Source: an optimization exercise on an open RTL-to-GDS flow (aim: small area). Production flows keep margins and buffers that such runs may drop. Only simulation tests tie the RTL to the original design; equivalence was not proved. No driver is modelled on the clock port, so clock power and skew are understated where the tree is cut down; a real chip needs a root buffer or a tree. No activity file was given, so power comes from the tool's default toggle rates.

==> flow/design.v <==
module aFinalP(
    output [7:0] dr, dg,
    output [7:0] db,
    output [3:0] comm,
    input clk,
    input rst,  
    input [3:0] btn,
    output [7:0] seg,
    output [7:0] score_out
);
    reg [9:0] e;
    reg [5:0] flag;
    reg [7:0] score;
    reg [3:0] pressed;
    reg [3:0] deb;  
    wire pre = (flag == 6'd0) && !e[9];
    wire [2:0] row = e[6:4];
    wire [5:0] s = flag + row;
    wire [3:0] seq;
    assign seq[0] = (s == 6'd7) |
                    (s == 6'd19) |
                    (s == 6'd30) |
                    (s == 6'd34) |
                    (s == 6'd38) |
                    (s == 6'd46);
    assign seq[1] = (s == 6'd9) |
                    (s == 6'd21) |
                    (s == 6'd29) |
                    (s == 6'd32) |
                    (s == 6'd39) |
                    (s == 6'd44);
    assign seq[2] = (s == 6'd11) |
                    (s == 6'd17) |
                    (s == 6'd25) |
                    (s == 6'd27) |
                    (s == 6'd33) |
                    (s == 6'd41);
    assign seq[3] = (s == 6'd13) |
                    (s == 6'd23) |
                    (s == 6'd28) |
                    (s == 6'd35) |
                    (s == 6'd42) |
                    (s == 6'd47);
    wire lane1 = seq[1] | (flag == 6'd24 && row == 3'd7) |
                 (s == 6'd51 && flag < 6'd47) | (s == 6'd52 && flag >= 6'd47);
    wire [3:0] lit = {seq[3:2], lane1, seq[0]} & {4{~pre}};
    wire fin = &flag[5:3];  
    wire f1 = row[1] ^ row[2], f0 = row[0] ^ row[2];
    wire e_edge = ~f1;        
    wire e_ring = f1 | ~f0;   
    wire e_b3 = f1 | f0;
    wire [7:0] end_r = {e_edge, e_ring, f0 ^ (f1 & flag[1]), f0 ^ (f1 & ~flag[1]),
                        e_b3, f0, e_ring, e_edge};
    wire [7:0] end_g = {e_edge, e_ring, f1 ? ~(f0 & flag[0]) : f0, f1 ? (f0 | ~flag[0]) : f0,
                        e_b3, f1 ? (f0 | ~flag[0]) : f0, e_ring, e_edge};
    wire [7:0] chart_dr = ~{lit[0], lit[0], lit[1], lit[1], lit[2], lit[2], lit[3], lit[3]};
    assign dr = chart_dr & ((fin && flag[0]) ? end_r : 8'hFF);
    assign dg = (fin && flag[1]) ? end_g : 8'hFF;
    assign comm = {1'b1, row & {3{~pre}}};
    assign db = 8'hFF;
    assign score_out = score;
    wire ge5 = score >= 8'd5, ge15 = score >= 8'd15, ge21 = score >= 8'd21, ge26 = score >= 8'd26;
    wire gA = ge15 & ~ge21;
    wire [6:0] segments = {~ge5 | ge26, ge26, ge21, gA | ge26, ~ge5 | ge26, ~gA,
                           (ge5 & ~ge15) | ge26};
    assign seg = {1'b0, segments};
    reg [3:0] act;
    always @(*) begin
        act[0] = (flag == 6'd8 || flag == 6'd20 || flag == 6'd30 || flag == 6'd15 ||
                  flag == 6'd35 || flag == 6'd39 || flag == 6'd47);
        act[1] = (flag == 6'd10 || flag == 6'd22 || flag == 6'd28 || flag == 6'd33 ||
                  flag == 6'd40 || flag == 6'd45 || flag == 6'd53);
        act[2] = (flag == 6'd12 || flag == 6'd18 || flag == 6'd26 || flag == 6'd28 ||
                  flag == 6'd34 || flag == 6'd42);
        act[3] = (flag == 6'd14 || flag == 6'd24 || flag == 6'd29 || flag == 6'd36 ||
                  flag == 6'd43 || flag == 6'd48);
    end
    always @(posedge clk) begin
        if (e[6:1] == 6'd46) deb <= btn & (deb | {4{~e[0]}});
    end
    wire [16:0] k = {1'b0, flag, e} + 17'd1;
    always @(posedge clk) begin
        if (rst) begin
            e <= 10'd504;
            flag <= 6'd0;
            score <= 8'd0;
            pressed <= 4'd0;
        end else begin
            e <= k[9:0];
            if (flag == 6'd53) begin
                if (&e) begin
                    if (!ge26) flag <= {4'b1110, ge15, ~gA};
                end
            end else if (!fin)
                flag <= k[15:10];
            if (e[6:0] == 7'd111) begin
                if (|(deb & ~pressed & act)) score <= score + 8'd1;
                pressed <= deb & (pressed | act);
            end
        end
    end
endmodule
==> flow/flow/run.sh <==
#!/bin/bash
# The standard ORFS layout (standard.sh), with these changes:
# - ABC maps the logic with flow/multi_abc.tcl (best of several &deepsyn
#   seeds, area-only mapping, no buffering or upsizing) instead of
#   abc_area/abc_speed;
# - no half/full adder cells from ADDER_MAP_FILE: adders are left to ABC;
# - the port buffers are the smallest buffer cell, buf_1;
# - the constant outputs share the synthesis's tie cell instead of one tie
#   cell per output;
# - clock tree synthesis adds no dummy load cells (-dont_use_dummy_load);
# - before global routing (flow/pre_grt.tcl), drop_root.tcl removes the root
#   clock buffer so the clock port drives the four leaf clock buffers
#   directly, and merge_ties.tcl drives both constant nets from one tie cell.
# Every tool's output is in standard.log and ORFS's own logs under orfs/logs.
set -euo pipefail
here=$(pwd)
mkdir -p "$here/abc_runs"
export MULTI_ABC_DIR="$here/abc_runs" MULTI_ABC_N=12
cat > "$here/mysynth.tcl" <<EOT
source $here/flow/multi_abc.tcl
source $here/synth_recipe.tcl
EOT
bash standard.sh SYNTH_SCRIPT="$here/mysynth.tcl" \
  "BUFFER_PORTS_ARGS=-buffer_cell sky130_fd_sc_hd__buf_1" ADDER_MAP_FILE= \
  SKIP_REPAIR_TIE_FANOUT=1 \
  "CTS_ARGS=-sink_clustering_enable -repair_clock_nets -buf_list sky130_fd_sc_hd__clkbuf_8 -dont_use_dummy_load" \
  PRE_GLOBAL_ROUTE_TCL="$here/flow/pre_grt.tcl" finish > "$here/standard.log" 2>&1
==> flow/flow/drop_root.tcl <==
proc drop_clock_root_buffer {} {
  set block [ord::get_db_block]
  set root [$block findInst clkbuf_0_clk]
  if { $root == "NULL" } { puts "DROPROOT: no root buffer"; return }
  set in_net [[$root findITerm A] getNet]
  set out_net [[$root findITerm X] getNet]
  set loads {}
  foreach it [$out_net getITerms] {
    if { [$it getInst] != $root } { lappend loads $it }
  }
  if { [llength $loads] > 4 || [llength [$out_net getBTerms]] > 0 } {
    puts "DROPROOT: [llength $loads] loads, root buffer kept"
    return
  }
  foreach it $loads {
    $it disconnect
    $it connect $in_net
  }
  [$root findITerm A] disconnect
  [$root findITerm X] disconnect
  odb::dbInst_destroy $root
  odb::dbNet_destroy $out_net
  puts "DROPROOT: removed [$in_net getName] root buffer, [llength $loads] leaf buffers on the port"
}
drop_clock_root_buffer
==> flow/flow/merge_ties.tcl <==
# PRE_GLOBAL_ROUTE hook: the constant outputs are driven by two tie cells,
# one using only its HI pin and one only its LO pin; drive both nets from
# the first cell's HI and LO pins and remove the second.
proc merge_tie_cells {} {
  set block [ord::get_db_block]
  set hi_only {}
  set lo_only {}
  foreach inst [$block getInsts] {
    if { [[$inst getMaster] getName] != "sky130_fd_sc_hd__conb_1" } { continue }
    set hn [[$inst findITerm HI] getNet]
    set ln [[$inst findITerm LO] getNet]
    if { $hn != "NULL" && $ln == "NULL" } { lappend hi_only $inst }
    if { $hn == "NULL" && $ln != "NULL" } { lappend lo_only $inst }
  }
  if { [llength $hi_only] != 1 || [llength $lo_only] != 1 } {
    puts "MERGETIES: [llength $hi_only] HI-only and [llength $lo_only] LO-only tie cells, left as they are"
    return
  }
  set keep [lindex $hi_only 0]
  set drop [lindex $lo_only 0]
  set net [[$drop findITerm LO] getNet]
  [$drop findITerm LO] disconnect
  [$keep findITerm LO] connect $net
  odb::dbInst_destroy $drop
  puts "MERGETIES: [$net getName] moved to [$keep getName], [$drop getName] removed"
}
merge_tie_cells
==> flow/flow/multi_abc.tcl <==
# Sourced by flow/run.sh's synthesis script before synth_recipe.tcl. It wraps
# yosys's abc command: the technology mapping is run with several ABC scripts
# (AIG optimisation by &deepsyn with different seeds, then area-only mapping
# by amap or map -a, no buffering or upsizing) and the smallest result is kept.
yosys -import
rename abc my_orig_abc
proc abc {args} {
  set i [lsearch -exact $args -script]
  if {$i < 0} { return [my_orig_abc {*}$args] }
  set li [lsearch -exact $args -liberty]
  set lib [lindex $args [expr {$li + 1}]]
  set dir $::env(MULTI_ABC_DIR)
  design -save multiabc_pre
  set best -1
  set bestarea 1e18
  set scripts {}
  for {set s 0} {$s < $::env(MULTI_ABC_N)} {incr s} {
    foreach mapper {amap {map -a}} {
      lappend scripts "strash\n&get -n\n&deepsyn -I 2 -J 20 -S [expr {2 * $s}]\n&put\ndch -f\n$mapper\ntopo"
    }
  }
  set s 0
  foreach body $scripts {
    design -load multiabc_pre
    set f [open $dir/abc_$s.script w]
    puts $f $body
    close $f
    lset args [expr {$i + 1}] $dir/abc_$s.script
    my_orig_abc {*}$args
    tee -q -o $dir/abc_$s.stat stat -liberty $lib
    set fh [open $dir/abc_$s.stat r]
    set txt [read $fh]
    close $fh
    regexp {Chip area for module[^:]*:\s*([0-9.]+)} $txt -> area
    puts "MULTIABC script $s area $area"
    if {$area < $bestarea} {
      set bestarea $area
      set best $s
      design -save multiabc_best
    }
    incr s
  }
  design -load multiabc_best
  puts "MULTIABC best script $best area $bestarea"
}
==> flow/flow/pre_grt.tcl <==
# PRE_GLOBAL_ROUTE hook (flow/run.sh): edits to the placed, clock-tree-built
# design before global routing.
set flow_dir [file dirname [info script]]
source $flow_dir/drop_root.tcl
source $flow_dir/merge_ties.tcl
==> flow/standard.sh <==
#!/bin/bash
# synth_recipe.tcl (not shown) runs the flow's synth.tcl, then flattens the netlist and writes it again
# the make line also repeats each setting of config.mk as NAME=value (left out here)
make -C /OpenROAD-flow-scripts/flow DESIGN_CONFIG=/design/flow/config.mk WORK_HOME=/design/flow/orfs CLKGATE_MAP_FILE= SYNTH_SCRIPT=/design/flow/synth_recipe.tcl "${@:-finish}"
==> flow/config.mk <==
export PLATFORM = sky130hd
export DESIGN_NAME = aFinalP
export DESIGN_NICKNAME = aFinalP
export VERILOG_FILES = /design/flow/design.v
export SDC_FILE = /design/flow/constraint.sdc
export NUM_CORES = 4
export LEC_CHECK = 0
export CAP_MARGIN = 20
export CORE_MARGIN = 2
export CORE_UTILIZATION = 40
export CTS_BUF_LIST = sky130_fd_sc_hd__clkbuf_4
export SLEW_MARGIN = 20
==> flow/constraint.sdc <==
create_clock -name core_clock -period 8.0 [get_ports {clk}]
set_input_delay 1.6000 -clock core_clock [delete_from_list [all_inputs] [get_ports {clk}]]
set_output_delay 1.6000 -clock core_clock [all_outputs]
set_load 0.01 [all_outputs]
==> metrics.md, run 1 <==
| Metric | Value |
|---|---|
| Status | timing/DRC/antenna clean |
| Worst skew pair latency | 130 ps |
| Fmax | 0.214 GHz |
| Worst hold path class | reg -> reg |
| Die Y | 74.6 µm |
| Top cell type by total area after synthesis | dfxtp_1 |
| Worst Path Arrival | 3080 ps |
| CP Data Required Time | 6400 ps |
| N_diodes | 0 |
| Post-CTS setup buffer count | 0 |
| PwrDens | 121 mW/mm² |
| Register clock-pin slew on the reported worst setup and hold paths | 70 ps |
| Setup violations, final | 0 |
| Global route overflow | 0 |
| Fin Setup TNS | 0 ps |
| Worst VDD drop | between 80 and 90 µV |
| Maxcap violations | 0 |
| DR WL/cell | 12.4 µm |
| Core area | 0.00475 mm² |
| Worst Path Max Fanout | 12 |
| Sequential share of the synthesized area | 34.1% |
| Nets | 328 |
| Die Area | about 0.0056 mm² |
| Hold Vio Cnt, Final | 0 |
| PortBufs | 39 |
| Wire length of the first global-routing pass | between 7000 and 8000 µm |
| DP HPWL | 3750 µm |
| Number of synthesized flops with an enable pin | 4 |
| Share of cells above drive strength 1 | 1.25% |
| Tcrit/Tclk final | 58.5% |
| YS warnings | 1 |
| # hold bufs at CTS | 0 |
| P_leak | 0.719 nW |
| Top cells by area, synth | dfxtp_1, nor2_1, o21ai_0 |
| Worst-Margin Slew | 829 ps |
| Post-CTS Resized | 0 |
| Antenna Nets Post-Route | 0 |
| Setup ws final | about 3300 ps |
| Synthesis-to-layout area growth | 8.09% |
| Vias in the first global route | 1759 |
| Vias per std cell | 5.27 |
| Largest net degree at the start of global routing | 16 |
| Mapped Nets | 299 |
| Post-synth top area share | approximately 28% |
| Most common cell in the netlist | nor2_1 |
| Drt drc | 0 |
| Pre-CTS WS | 3530 ps |
| Worst setup EP type | output port |
| Die width | 74.6 µm |
| GRT Resource Usage Total | 18.0% |
| Total power | about 0.00026 W |
| Mean Syn Cell Area | 6.81 µm² |
| Starting Density | 42.0% |
| CTS sink count | 32 |
| Fin crit period | ~4700 ps |
| # IOs | 50 |
| Critical path launch point type | register |
| Final clock skew | around 17 ps |
| List of most frequent post-synthesis cells | nor2_1, clkinv_1, dfxtp_1, o21ai_0, nand2_1 |
| 1st-iter DRT viols | 185 |
| Register bit total from synthesis | 32 |
| Slew HR | 44.2% |
| Routed wire length | 4800 µm |
| Post-Synthesis Cells | 293 |
| Setup Crit Path Kind | reg -> out |
| RSZ-0062 raised after global routing | false |
| Synth Cell Area | roughly 0.0020 mm² |
| Max Slew Vio Count | 0 |
| Final Wtd Congestion | a little over 0.9 |
| Filler instances | 517 |
| TritonRoute pass-1 iters | 4 |
| Number of antenna violations at the first check in global routing | 0 |
| Fin util | between 40% and 50% |
| Synth Flop Type | dfxtp_1 |
| Netlist cell types | 35 |
| Vias | 2034 |
| Site row count | 25 |
| Asr flop ratio synth | 0% |
## cells by family (layout without fill, tap and decap cells)
family | count (synthesis) | in the layout | share of synthesized area [%]
AOI/OAI and AO/OA | 76 | 76 | 24.5
other | 2 | 1 | 0.376
and+or+nand+nor | 139 | 139 | 29.7
buffers and inverters | 44 | 71 | 11.3
DFF | 32 | 32 | 34.1
## where the power goes
part	switching (W)	leakage, nW	internal (W)
Sequential	0.00000143	0.263	0.000164
Combinational	0.00000850	0.428	0.00000337
Clock	0.0000396	0.0288	0.0000451
Total	0.0000495	0.719	0.000213
## flip-flops by register name, summed over array words and instances, names as in the netlist
name and cells:
e 10, score 8, flag 6, deb 4, pressed 4
## worst max-delay path, cell delays in order, from the launching register on
cell	delay, ps
dfxtp_1	460
clkinv_1	330
nor2_1	220
nor2_1	60
a21oi_1	140
nand2_1	80
o21ai_0	100
nand2_1	100
o21ai_0	170
or2_0	280
nand2_1	110
o22a_1	220
nor2_1	100
nor2_1	50
o32ai_1	310
nor2_1	70
buf_1	140
## area by class of cell
cell class / count / area [µm²] / area share (%)
sequential: 32 / 681 / 31.6
inverter: 28 / 105 / 4.87
tap: 67 / 83.8 / 3.89
multi-input combinational: 216 / 1090 / 50.3
timing repair buffer: 39 / 146 / 6.79
clock buffer: 4 / 55.1 / 2.55
## layer usage
layer  global-route usage (%)  wire (µm)  vias up
met5                        0          0        -
met4                     6.55         84        0
met3                     3.48        194       10
met2                     28.5       2240       51
met1                     24.5       2270      897
li1                         -          -     1076
## cell usage in the layout, fill, tap and decap left out, types with 2 or more instances in the layout
cell type / netlist / final
o21ai_0: 26 / 26
nand3_1: 7 / 7
clkbuf_8: 0 / 4
edfxtp_1: 4 / 4
o32ai_1: 3 / 3
o211ai_1: 7 / 7
buf_1: 0 / 39
or2_0: 3 / 3
nor4_1: 2 / 2
a22oi_1: 3 / 3
a21oi_1: 11 / 11
nand2_1: 25 / 25
nor2b_1: 2 / 2
o22ai_1: 3 / 3
and3_1: 3 / 3
a31oi_1: 2 / 2
nor2_1: 74 / 74
and2_0: 2 / 2
nor3_1: 17 / 17
a211oi_1: 7 / 7
o21a_1: 5 / 5
clkinv_1: 28 / 28
nand4_1: 2 / 2
dfxtp_1: 28 / 28
## per-stage QoR
step,hold slack [ps],cell area (µm²),cells
2_1_floorplan,436,2000,293
3_3_place_gp,455,2110,383
3_5_place_dp,463,2110,383
4_1_cts,477,2170,388
5_1_grt,499,2160,386
6_report,474,2160,386
## worst paths after layout
kind / start / to / slack, ps / depth (start not counted)
max reg2reg: flag[3] / score[7] / 4950 / 15
min reg2reg: e[2] / e[2] / 470 / 2
max: flag[1] / dr[1] / 3320 / 16
min: e[2] / e[2] / 470 / 2
==> inputs of run 2 (changes only) <==
--- a/flow/flow/run.sh
+++ b/flow/flow/run.sh
@@ -25,3 +25,3 @@
   SKIP_REPAIR_TIE_FANOUT=1 \
-  "CTS_ARGS=-sink_clustering_enable -repair_clock_nets -buf_list sky130_fd_sc_hd__clkbuf_8 -dont_use_dummy_load" \
+  "CTS_ARGS=-sink_clustering_enable -repair_clock_nets -buf_list sky130_fd_sc_hd__clkbuf_4 -dont_use_dummy_load" \
   PRE_GLOBAL_ROUTE_TCL="$here/flow/pre_grt.tcl" finish > "$here/standard.log" 2>&1
==> run 2 against run 1 <==
- critical endpoint unchanged
- die area is the same
- via count rose by 1.1%
- flip-flop and latch count is the same
- sequential share of layout area increased by 0.37 points
- worst setup slack got worse by 35 ps
- non-clock buffer count stayed put
- critical path depth unchanged
- register-to-register slack about the same
- clock power shrank 26%
- still clean
- largest cell class unchanged
==> metrics.md, run 2 <==
| Metric | Value |
|---|---|
| Status | timing/DRC/antenna clean |
| Sequential share of the synthesized area | 34.1% (unchanged) |
| Final Wtd Congestion | 0.906 (unchanged) |
| Worst Path Arrival | 3110 ps (+30 ps) |
| Worst-Margin Slew | 834 ps (+4.79 ps) |
| Wire length of the first global-routing pass | 7860 µm (about the same) |
| Internal | 0.000191 W (-10%) |
| CP peak stage delay | 470 ps (about the same) |
| Number of synthesized flops with an enable pin | 4 (unchanged) |
| Fin crit period | 4710 ps (+34.9 ps) |
| Worst VDD drop | 97.7 µV (+14%) |
| Routed wire length | 4820 µm (+0.46%) |
| Commonest non-fill, non-tap cell in the layout | nor2_1 |
| CTS sink count | 32 (unchanged) |
| Asr flop ratio synth | 0% (unchanged) |
| Register clock-pin slew on the reported worst setup and hold paths | 100 ps (+30 ps) |
| Worst hold path class | reg -> reg |
| YS warnings | 1 (unchanged) |
| Slew HR | 43.9% (-0.32 points) |
| Slowest stage cell on the critical path | dfxtp_1 |
| WP depth | 16 (unchanged) |
| Reg power frac | 68.9% (+5.8 points) |
| Top cell type by total area after synthesis | dfxtp_1 |
| Synthesis-to-layout area growth | 6.83% |
| Hold Vio Cnt, Final | 0 (unchanged) |
| # hold bufs at CTS | 0 (unchanged) |
| Vias per std cell | 5.33 (+1.1%) |
| Starting Density | 42.0% (unchanged) |
| Critical path launch point type | register |
| Fmax | 0.212 GHz (-0.74%) |
| Clock power frac | 26.1% (-6.2 points) |
| Drt drc | 0 (unchanged) |
| P_leak | 0.709 nW (-1.4%) |
| Worst Path Max Fanout | 12 (unchanged) |
| PwrDens | 112 mW/mm² (-7.4%) |
| Regs by FF count | e x10, score x8, flag x6 |
| GRT Resource Usage Total | 17.9% (-0.028 points) |
| RR Endpoint | score[7] |
| RSZ-0062 raised after global routing | false |
| Setup Crit Path Kind | reg -> out |
| Setup violations, final | 0 (unchanged) |
| Setup ws final | 3290 ps (-34.9 ps) |
| Multiplexer share of the synthesized area | 0% (unchanged) |
| Filler instances | 515 (-0.39%) |
| Main combinational cell family by area after synthesis | simple AND/OR/NAND/NOR gates |
| TritonRoute pass-1 iters | 4 (unchanged) |
| Most common cell in the netlist | nor2_1 |
| Mapped Nets | 299 (unchanged) |
| Hold WS | 479 ps (+4.86 ps) |
| Max Slew Vio Count | 0 (unchanged) |
| Total power | 0.000240 W (-8.5%) |
| Mean Syn Cell Area | 6.81 µm² (unchanged) |
| Vias | 2056 (+1.1%) |
| Fin Setup TNS | 0 ps (unchanged) |
| Switch share | 20.3% (+1.4 points) |
| R2R Setup Slk | 4950 ps (about the same) |
| Tcrit/Tclk final | 58.9% (+0.44 points) |
| List of most frequent post-synthesis cells | nor2_1, clkinv_1, dfxtp_1, o21ai_0, nand2_1 |
| Synth Cell Area | 0.00200 mm² (unchanged) |
| R2R cell count | 15 (unchanged) |
| # IOs | 50 (unchanged) |
| Number of antenna violations at the first check in global routing | 0 (unchanged) |
| Worst skew pair latency | 160 ps (+30 ps) |
| Final clock skew | 21.7 ps (+5.10 ps) |
| Pre-CTS WS | 3530 ps (unchanged) |
| Netlist cell types | 35 (unchanged) |
| DR WL/cell | 12.5 µm (+0.46%) |
| Cells along the critical path | clkinv_1 > nor2_1 > nor2_1 > a21oi_1 > nand2_1 > o21ai_0 > nand2_1 > o21ai_0 > or2_0 > nand2_1 > o22a_1 > nor2_1 > nor2_1 > o32ai_1 > nor2_1 > buf_1 |
| Synth Area in XOR/XNOR | 0% (unchanged) |
| Share of cells above drive strength 1 | 1.25% (unchanged) |
| Nets | 328 (unchanged) |
| Most frequent cells in the layout | nor2_1, buf_1, clkinv_1, dfxtp_1, o21ai_0 |
| Largest net degree at the start of global routing | 16 (unchanged) |
| Register bit total from synthesis | 32 (unchanged) |
| Switching power | 0.0000487 W (-1.6%) |
| DP HPWL | 3750 µm (unchanged) |
| Post-synthesis adder-cell area fraction | 0% (unchanged) |
| Post-CTS setup buffer count | 0 (unchanged) |
| Synth Area in Simple Gates | 29.7% (unchanged) |
| Number of flip-flops in the largest register | 10 (unchanged) |
| Delay-heaviest family, CP | simple AND/OR/NAND/NOR gates |
| Site row count | 25 (unchanged) |
| Top cells by area, synth | dfxtp_1, nor2_1, o21ai_0 |
| Worst setup EP type | output port |
| 1st-iter DRT viols | 232 (+25%) |
| Fin util | 44.8% (-0.53 points) |
| Die Area | 0.00557 mm² (unchanged) |
| CP startpoint | flag[1] |
| Die Y | 74.6 µm (unchanged) |
| WP buf/inv | 2 (unchanged) |
| Vias in the first global route | 1754 (-0.28%) |
| Combinational power share | 4.9% (+0.4 points) |
| Most common cell type on the critical path | nor2_1 |
| Post-synth top area share | 28.1% (unchanged) |
| CP Data Required Time | 6400 ps (about the same) |
| Die width | 74.6 µm (unchanged) |
| PortBufs | 39 (unchanged) |
| Global route overflow | 0 (unchanged) |
| Origin of the critical flop-to-flop path | flag[3] |
| Core area | 0.00475 mm² (unchanged) |
| Maxcap violations | 0 (unchanged) |
| Post-synthesis compound-gate area fraction | 24.5% (unchanged) |
| Synth Flop Type | dfxtp_1 |
| Post-CTS Resized | 0 (unchanged) |
| N_diodes | 0 (unchanged) |
| CP endpoint | dr[1] |
| Post-Synthesis Cells | 293 (unchanged) |
| Antenna Nets Post-Route | 0 (unchanged) |
| Biggest register | e |
==> run 2: cell counts after synthesis <==
Identical to the previous run, type by type.
==> run 2: worst min path at each step <==
stage,from,to,depth (start not counted),slack (ps)
finish,e[2],e[2],2,480
global route,e[1],e[1],1,510
CTS,e[2],e[2],2,480
detailed placement,e[0],e[0],1,460
global placement,e[0],e[0],1,450
floorplan,e[2],e[2],2,440
==> run 2: routing by layer <==
metal	global-route usage [%]	wire length, µm
met1	24.6	2270
met4	6.55	84
met5	0	0
met2	28.2	2240
met3	3.48	219
==> run 2: area by class of cell <==
cell class,count,area (µm²),share of cell area (%)
clock buffer,4,30.0,1.41
tap,67,83.8,3.93
timing repair buffer,39,146,6.87
sequential,32,681,31.9
multi-input combinational,216,1090,50.9
inverter,28,105,4.93
==> run 2: logic make-up (layout without fill, tap and decap cells) <==
kind of cell | after synthesis | after routing
AOI/OAI and AO/OA | 76 | 76
other | 2 | 1
buffers and inverters | 44 | 71
DFF | 32 | 32
and+or+nand+nor | 139 | 139
==> run 2: worst min-delay path: stages, from the launching register on <==
cell      delay (ps)
dfxtp_1          330
clkinv_1          50
a211oi_1          60
==> run 2: stage by stage <==
stage	std cells	area, µm²
floorplan	293	2000
global placement	383	2110
detailed placement	383	2110
CTS	388	2140
global route	386	2130
finish	386	2130
==> run 2: power groups by stage <==
stage                      Clock, W  Sequential [W]  Combinational (W)
final                     0.0000627        0.000165          0.0000119
after global routing      0.0000712        0.000165          0.0000136
after CTS                 0.0000810        0.000165          0.0000120
after detailed placement          0        0.000169          0.0000120
after global placement            0        0.000169          0.0000118
after floorplan                   0        0.000169          0.0000119

-- static timing again, ports no longer ideal --
The flow's constraints put no driver on any port. The routed layouts listed below were extracted and timed again, unchanged, in two steps.
Step 1: set_driving_cell puts a clkbuf_16 on clk and a buf_2 on each other input, an assumption about the parent block.
Step 2, shift: input delay + t, output delay - t, t = (earliest + latest rising clock arrival at the registers) / 2. This alone moves slack from input paths to output paths.
Slacks: ideal / step 1 / step 2; pairs: ideal / step 1.
run	t (ns)	slack for setup (ns)	clock arrival spread, ns
run 1	0.171	3.324 / 3.275 / 3.447	0.016 / 0.017
run 2	0.189	3.289 / 3.249 / 3.438	0.022 / 0.022
After both steps every run listed still meets setup and hold.
